Context: an optimization exercise on an open-source flow, tuned for small area. The choices shown serve that exercise and are no tape-out recipe. The RTL was checked by simulation tests, not by an equivalence proof against the original design.

// pe_unit
module pe_unit (
    input   logic           clk,
    input   logic           rst,
    input   logic           valid_i,
    input   logic [3:0]     ctrl_i,
    input   logic           mode_i,
    input   poly_arith_pkg::coeff_t         op_a0_i,
    input   poly_arith_pkg::coeff_t         op_a1_i,
    input   poly_arith_pkg::coeff_t         op_a2_i,
    input   poly_arith_pkg::coeff_t         op_a3_i,
    input   poly_arith_pkg::coeff_t         op_b0_i,
    input   poly_arith_pkg::coeff_t         op_b1_i,
    input   poly_arith_pkg::coeff_t         op_b2_i,
    input   poly_arith_pkg::coeff_t         op_b3_i,
    output  poly_arith_pkg::coeff_t         z0_o,
    output  poly_arith_pkg::coeff_t         z1_o,
    output  poly_arith_pkg::coeff_t         z2_o,
    output  poly_arith_pkg::coeff_t         z3_o,
    output  logic           valid_o
);
    logic m_as, m_comp, m_intt, m_ntt, m_cwm;
    assign m_as   = ~ctrl_i[3] & ~ctrl_i[2];                
    assign m_comp =  ctrl_i[2] & ~ctrl_i[1];                
    assign m_intt =  ctrl_i[2] &  ctrl_i[1];                
    assign m_ntt  =  ctrl_i[3] & ~ctrl_i[2] &  ctrl_i[1];   
    assign m_cwm  =  ctrl_i[3] & ~ctrl_i[2] & ~ctrl_i[1];   
    logic r_as, r_comp, r_intt, r_ntt, r_cwm, r_intt4, r_lat4;
    always_ff @(posedge clk) begin
        r_as    <= m_as;
        r_comp  <= m_comp;
        r_intt  <= m_intt;
        r_ntt   <= m_ntt;
        r_cwm   <= m_cwm;
        r_intt4 <= m_intt & ~mode_i;                 
        r_lat4  <= (m_ntt | m_intt) & mode_i;        
    end
    logic [8:1] v;
    always_ff @(posedge clk) begin
  ...
==> flow/config.mk <==
export PLATFORM = sky130hd
export DESIGN_NAME = pe_unit
export DESIGN_NICKNAME = pe_unit
export VERILOG_FILES = /design/flow/design.v
export SDC_FILE = /design/flow/constraint.sdc
export NUM_CORES = 4
export LEC_CHECK = 0
export CAP_MARGIN = 20
export CORE_MARGIN = 2
export CORE_UTILIZATION = 45
export CTS_BUF_LIST = sky130_fd_sc_hd__clkbuf_8
export PLACE_DENSITY = 0.65
export SLEW_MARGIN = 20
==> flow/constraint.sdc <==
create_clock -name core_clock -period 9.5 [get_ports {clk}]
set_input_delay 1.9000 -clock core_clock [delete_from_list [all_inputs] [get_ports {clk}]]
set_output_delay 1.9000 -clock core_clock [all_outputs]
set_load 0.01 [all_outputs]
standard.sh (not shown) runs the stock make flow with config.mk's settings and CLKGATE_MAP_FILE= SYNTH_SCRIPT=/design/flow/synth_recipe.tcl, a recipe that flattens the netlist after the stock synthesis.
==> flow/flow/run.sh <==
#!/bin/bash
# Standard layout, with one netlist clean-up between synthesis and floorplan:
# flow/fixinv.py removes the inverters that synthesis leaves between full-adder
# cells (a full adder is self-dual, so a cell can take complemented inputs and
# give complemented outputs). Registers, ports and all other cells are kept.
set -euo pipefail
R=orfs/results/${FLOW_PLATFORM}/pe_unit/base
bash standard.sh synth > synth.log 2>&1
cp "$R/1_2_yosys.v" "$R/1_2_yosys.orig.v"
python3 flow/fixinv.py "$R/1_2_yosys.orig.v" "$R/1_2_yosys.v" > fixinv.log 2>&1
rm -f "$R/1_synth.odb" "$R/1_synth.sdc"
bash standard.sh finish > finish.log 2>&1
Other scripts of this flow, unchanged in this note and not shown: flow/flow/fixinv.py
Change:
--- a/flow/flow/run.sh
+++ b/flow/flow/run.sh
@@ -5,0 +6,2 @@
+# The port buffers that placement inserts are buf_1 cells (the standard flow
+# picks a larger cell for them); each port still gets its own buffer.
@@ -12 +14 @@
-bash standard.sh finish > finish.log 2>&1
+bash standard.sh finish "BUFFER_PORTS_ARGS=-buffer_cell sky130_fd_sc_hd__buf_1" > finish.log 2>&1
CTS_BUF_LIST = sky130_fd_sc_hd__clkbuf_4 sky130_fd_sc_hd__clkbuf_8   (was sky130_fd_sc_hd__clkbuf_8)
Effect: Sequential share of layout area climbs by 0.21 points; first-iteration DRC count climbs by 6.0%; cell area drops by 1.0%.
Change:
CAP_MARGIN = 5   (was 20)
SLEW_MARGIN = 5   (was 20)
Setup slack loses 0.067 ns.
Synthesized area is unchanged.
Critical path depth goes up by 1.
Design area barely changes.
First-iteration DRC count goes down by a few percent.
Global-route usage is unchanged.

==> what the ideal ports hide <==
How much do the figures lean on ideal ports? The routed layouts below were timed once more, with nothing changed but the port constraints.
Step 1: set_driving_cell puts a clkbuf_16 on clk and a buf_2 on each other input, an assumption about the parent block.
Step 2 times the ports against the registers' clock, not the clock port: input delays grow and output delays shrink by t, the midpoint of the rising clock arrivals with the driver on.
a / b / c = no drivers / after step 1 / after step 2; a / b = the first two.
| run | shift t [ns] | setup slack, ns | worst setup path after step 2 | slew at the worst register clock pin (ns) |
|---|---|---|---|---|
| the first run | 0.852 | 0.397 / 0.397 / 0.397 | register to register | 0.07 / 0.07 |
| the second run | 0.865 | 0.348 / 0.348 / 0.348 | register to register | 0.08 / 0.08 |
| the third run | 0.861 | 0.281 / 0.281 / 0.281 | register to register | 0.08 / 0.08 |
After both steps every run listed still meets setup and hold.
